This design comes from an exercise in tuning for small area on the open sky130 flow, not from production work.
In this exercise RTL edits were held to simulation tests only and were not proved equivalent to the original.
No driver is modelled on the clock port, so clock power and skew are understated where the tree is cut down; a real chip needs a root buffer or a tree.
No activity file was given, so power comes from the tool's default toggle rates.

==> maple: inputs <==
// fifo_wrapper
module fifo_wrapper (
    clk,
    reset,
    avalon_address,             
    avalon_write,               
    avalon_read,                
    avalon_writedata,           
    avalon_readdata,            
    avalon_status               
);
parameter WIDTH = 8;
parameter DEPTH = 16;
parameter POINTER_WIDTH = 4;
input clk;
input reset;
input [1:0] avalon_address;
input avalon_write;
input avalon_read;
input [WIDTH-1:0] avalon_writedata;
output [WIDTH-1:0] avalon_readdata;
output [1:0] avalon_status;
wire wr_en, rd_en;
wire full, empty;
wire [DEPTH*WIDTH-1:0] mem_data;
wire [POINTER_WIDTH:0] count;               
wire [WIDTH-1:0] fifo_input_data;
fifo_csr #(
    .WIDTH(WIDTH),
    .DEPTH(DEPTH),
    .POINTER_WIDTH(POINTER_WIDTH)
) csr_inst (
    .clk(clk),
    .reset(reset),
    .avalon_address(avalon_address),
    .avalon_write(avalon_write),
    .avalon_read(avalon_read),
    .avalon_writedata(avalon_writedata),
    .avalon_readdata(avalon_readdata),
    .full(full),
    .empty(empty),
    .wr_en(wr_en),
    .rd_en(rd_en),
    .fifo_input_data(fifo_input_data),
    .mem_data(mem_data),
    .count(count)
);
fifo_core #(
    .DEPTH(DEPTH),
    .WIDTH(WIDTH),
    .POINTER_WIDTH(POINTER_WIDTH)
) core_inst (
    .clk(clk),
    .reset(reset),
    .wr_en(wr_en),
    .rd_en(rd_en),
    .input_data(fifo_input_data),
    .mem_data(mem_data),
    .full(full),
    .empty(empty),
    .count(count)
);
assign avalon_status = {full, empty};
endmodule
clock: 5.0 ns
lec_check: 0
cap_margin: 20
core_margin: 2
core_utilization: 40
slew_margin: 20
synth_hierarchical: 1
synth_minimum_keep_size: 0
standard.sh (not shown) runs the stock make flow with config.mk's settings and CLKGATE_MAP_FILE= SYNTH_SCRIPT=/design/flow/synth_recipe.tcl, a recipe that flattens the netlist after the stock synthesis.
==> flow/flow/run.sh <==
#!/bin/bash
# Standard ORFS layout with two changes: port buffers use the smallest
# buffer cell, and the clock tree is a root buffer driving a few leaf
# buffers, each for one cluster of registers (flow/mycts.tcl, run as the
# CTS step's PRE_CTS_TCL hook). ORFS writes each tool's log under
# orfs/logs; make's own output goes to flow_make.log here.
set -euo pipefail
here=$(pwd)
export BUFFER_PORTS_ARGS="-buffer_cell sky130_fd_sc_hd__buf_1"
export PRE_CTS_TCL="$here/flow/mycts.tcl"
export MYCTS_ROOT=sky130_fd_sc_hd__clkbuf_4
export MYCTS_LEAF=sky130_fd_sc_hd__clkbuf_8
export MYCTS_NLEAF=8
export MYCTS_NX=2
bash standard.sh finish > flow_make.log 2>&1
==> flow/flow/mycts.tcl <==
# Manual clock tree: the clock port drives a root buffer, which drives
# NLEAF leaf buffers, each driving the clock pins of one cluster of
# registers (clusters split by position).  NLEAF 0: root drives all.
proc mycts { root_master leaf_master nleaf {nx 0} } {
  set db [ord::get_db]
  set block [ord::get_db_block]
  set clk [$block findNet clk]
  set sinks {}
  foreach it [$clk getITerms] {
    lappend sinks $it
  }
  # root buffer near the centroid of the sinks
  set sx 0; set sy 0; set n 0
  foreach it $sinks {
    set b [[$it getInst] getBBox]
    set sx [expr {$sx + ([$b xMin] + [$b xMax]) / 2}]
    set sy [expr {$sy + ([$b yMin] + [$b yMax]) / 2}]
    incr n
  }
  set cx [expr {$sx / $n}]; set cy [expr {$sy / $n}]
  set rm [$db findMaster $root_master]
  set root [odb::dbInst_create $block $rm clkbuf_root]
  set rnet [odb::dbNet_create $block clknet_root]
  $rnet setSigType CLOCK
  $root setLocation $cx $cy
  $root setPlacementStatus PLACED
  foreach it $sinks { $it disconnect }
  [$root findITerm A] connect $clk
  [$root findITerm X] connect $rnet
  if { $nleaf == 0 } {
    foreach it $sinks { $it connect $rnet }
    return
  }
  # split sinks into nleaf groups: sort by x into nx columns, then each by y
  set pts {}
  foreach it $sinks {
    set b [[$it getInst] getBBox]
    lappend pts [list $it [expr {([$b xMin] + [$b xMax]) / 2}] [expr {([$b yMin] + [$b yMax]) / 2}]]
  }
  if { $nx == 0 } { set nx [expr {$nleaf >= 4 ? 2 : 1}] }
  if { $nleaf == 2 && $nx == 0 } { set nx 2 }
  set ny [expr {$nleaf / $nx}]
  set pts [lsort -integer -index 1 $pts]
  set per [expr {int(ceil(double([llength $pts]) / $nx))}]
  set k 0
  for {set i 0} {$i < $nx} {incr i} {
    set col [lrange $pts [expr {$i * $per}] [expr {($i + 1) * $per - 1}]]
    set col [lsort -integer -index 2 $col]
    set per2 [expr {int(ceil(double([llength $col]) / $ny))}]
    for {set j 0} {$j < $ny} {incr j} {
      set grp [lrange $col [expr {$j * $per2}] [expr {($j + 1) * $per2 - 1}]]
      if { [llength $grp] == 0 } { continue }
      set gx 0; set gy 0
      foreach p $grp { set gx [expr {$gx + [lindex $p 1]}]; set gy [expr {$gy + [lindex $p 2]}] }
      set gx [expr {$gx / [llength $grp]}]; set gy [expr {$gy / [llength $grp]}]
      set lm [$db findMaster $leaf_master]
      set leaf [odb::dbInst_create $block $lm clkbuf_leaf_$k]
      set lnet [odb::dbNet_create $block clknet_leaf_$k]
      $lnet setSigType CLOCK
      $leaf setLocation $gx $gy
      $leaf setPlacementStatus PLACED
      [$leaf findITerm A] connect $rnet
      [$leaf findITerm X] connect $lnet
      foreach p $grp { [lindex $p 0] connect $lnet }
      incr k
    }
  }
}

# Used as ORFS's PRE_CTS_TCL hook: build the tree here and make the
# step's own clock_tree_synthesis call a no-op.
mycts $::env(MYCTS_ROOT) $::env(MYCTS_LEAF) $::env(MYCTS_NLEAF) $::env(MYCTS_NX)
proc clock_tree_synthesis { args } {
  puts "clock tree built by flow/mycts.tcl"
}
==> yarrow: changes against maple <==
==> flow/run.sh (new file) <==
#!/bin/bash
# synth_recipe.tcl (not shown) runs the flow's synth.tcl, then flattens the netlist and writes it again
# the make line also repeats each setting of config.mk as NAME=value (left out here)
make -C /OpenROAD-flow-scripts/flow DESIGN_CONFIG=/design/flow/config.mk WORK_HOME=/design/flow/orfs CLKGATE_MAP_FILE= SYNTH_SCRIPT=/design/flow/synth_recipe.tcl finish
Settings changed: CTS_BUF_LIST from default to sky130_fd_sc_hd__clkbuf_2 sky130_fd_sc_hd__clkbuf_4, CTS_CLUSTER_DIAMETER from default to 60, CTS_CLUSTER_SIZE from default to 20.
removed: flow/flow/run.sh
removed: flow/flow/mycts.tcl
removed: flow/standard.sh
==> delta: changes against maple <==
Settings changed: CORE_UTILIZATION 40 to 70.
==> results.txt <==
In yarrow the register-to-register slack is higher than in delta, by 20 ps.
In delta the core utilization is higher than in maple, by 33 points.
Via count, lowest first: maple, yarrow, delta.
Combinational power: delta is smaller than yarrow (13%).
Clock skew, lowest first: maple, delta, yarrow.
The clock cells of maple and delta come from the design's own scripts or RTL, not from TritonCTS.

-- afterwards: timing with drivers on the ports --
In the flow no input, the clock included, has a driving cell. The finished layouts below were timed again as built, in two steps.
Step 1 (the two cells are an assumption about what drives the block):
set clk [get_ports {clk}]
set_driving_cell -lib_cell sky130_fd_sc_hd__clkbuf_16 $clk
set_driving_cell -lib_cell sky130_fd_sc_hd__buf_2 [delete_from_list [all_inputs] $clk]
Step 2 moves the port delays by t, midway between the first and last clock arrival at a register: inputs arrive t later, outputs are due t later. That takes back most of the time a late clock gives input paths.
Three values: ideal ports, drivers, drivers and shift; two values: the first two.
run | t (ns) | setup WS [ns] | worst setup path after step 2 | pins driven straight from the clock port
maple | 0.512 | 1.224 / 1.193 / 1.705 | register to output | 1
yarrow | 0.540 | 0.802 / 0.767 / 1.307 | register to output | 1
delta | 0.485 | 1.311 / 1.283 / 1.768 | register to output | 1
After both steps every run listed still meets setup and hold.
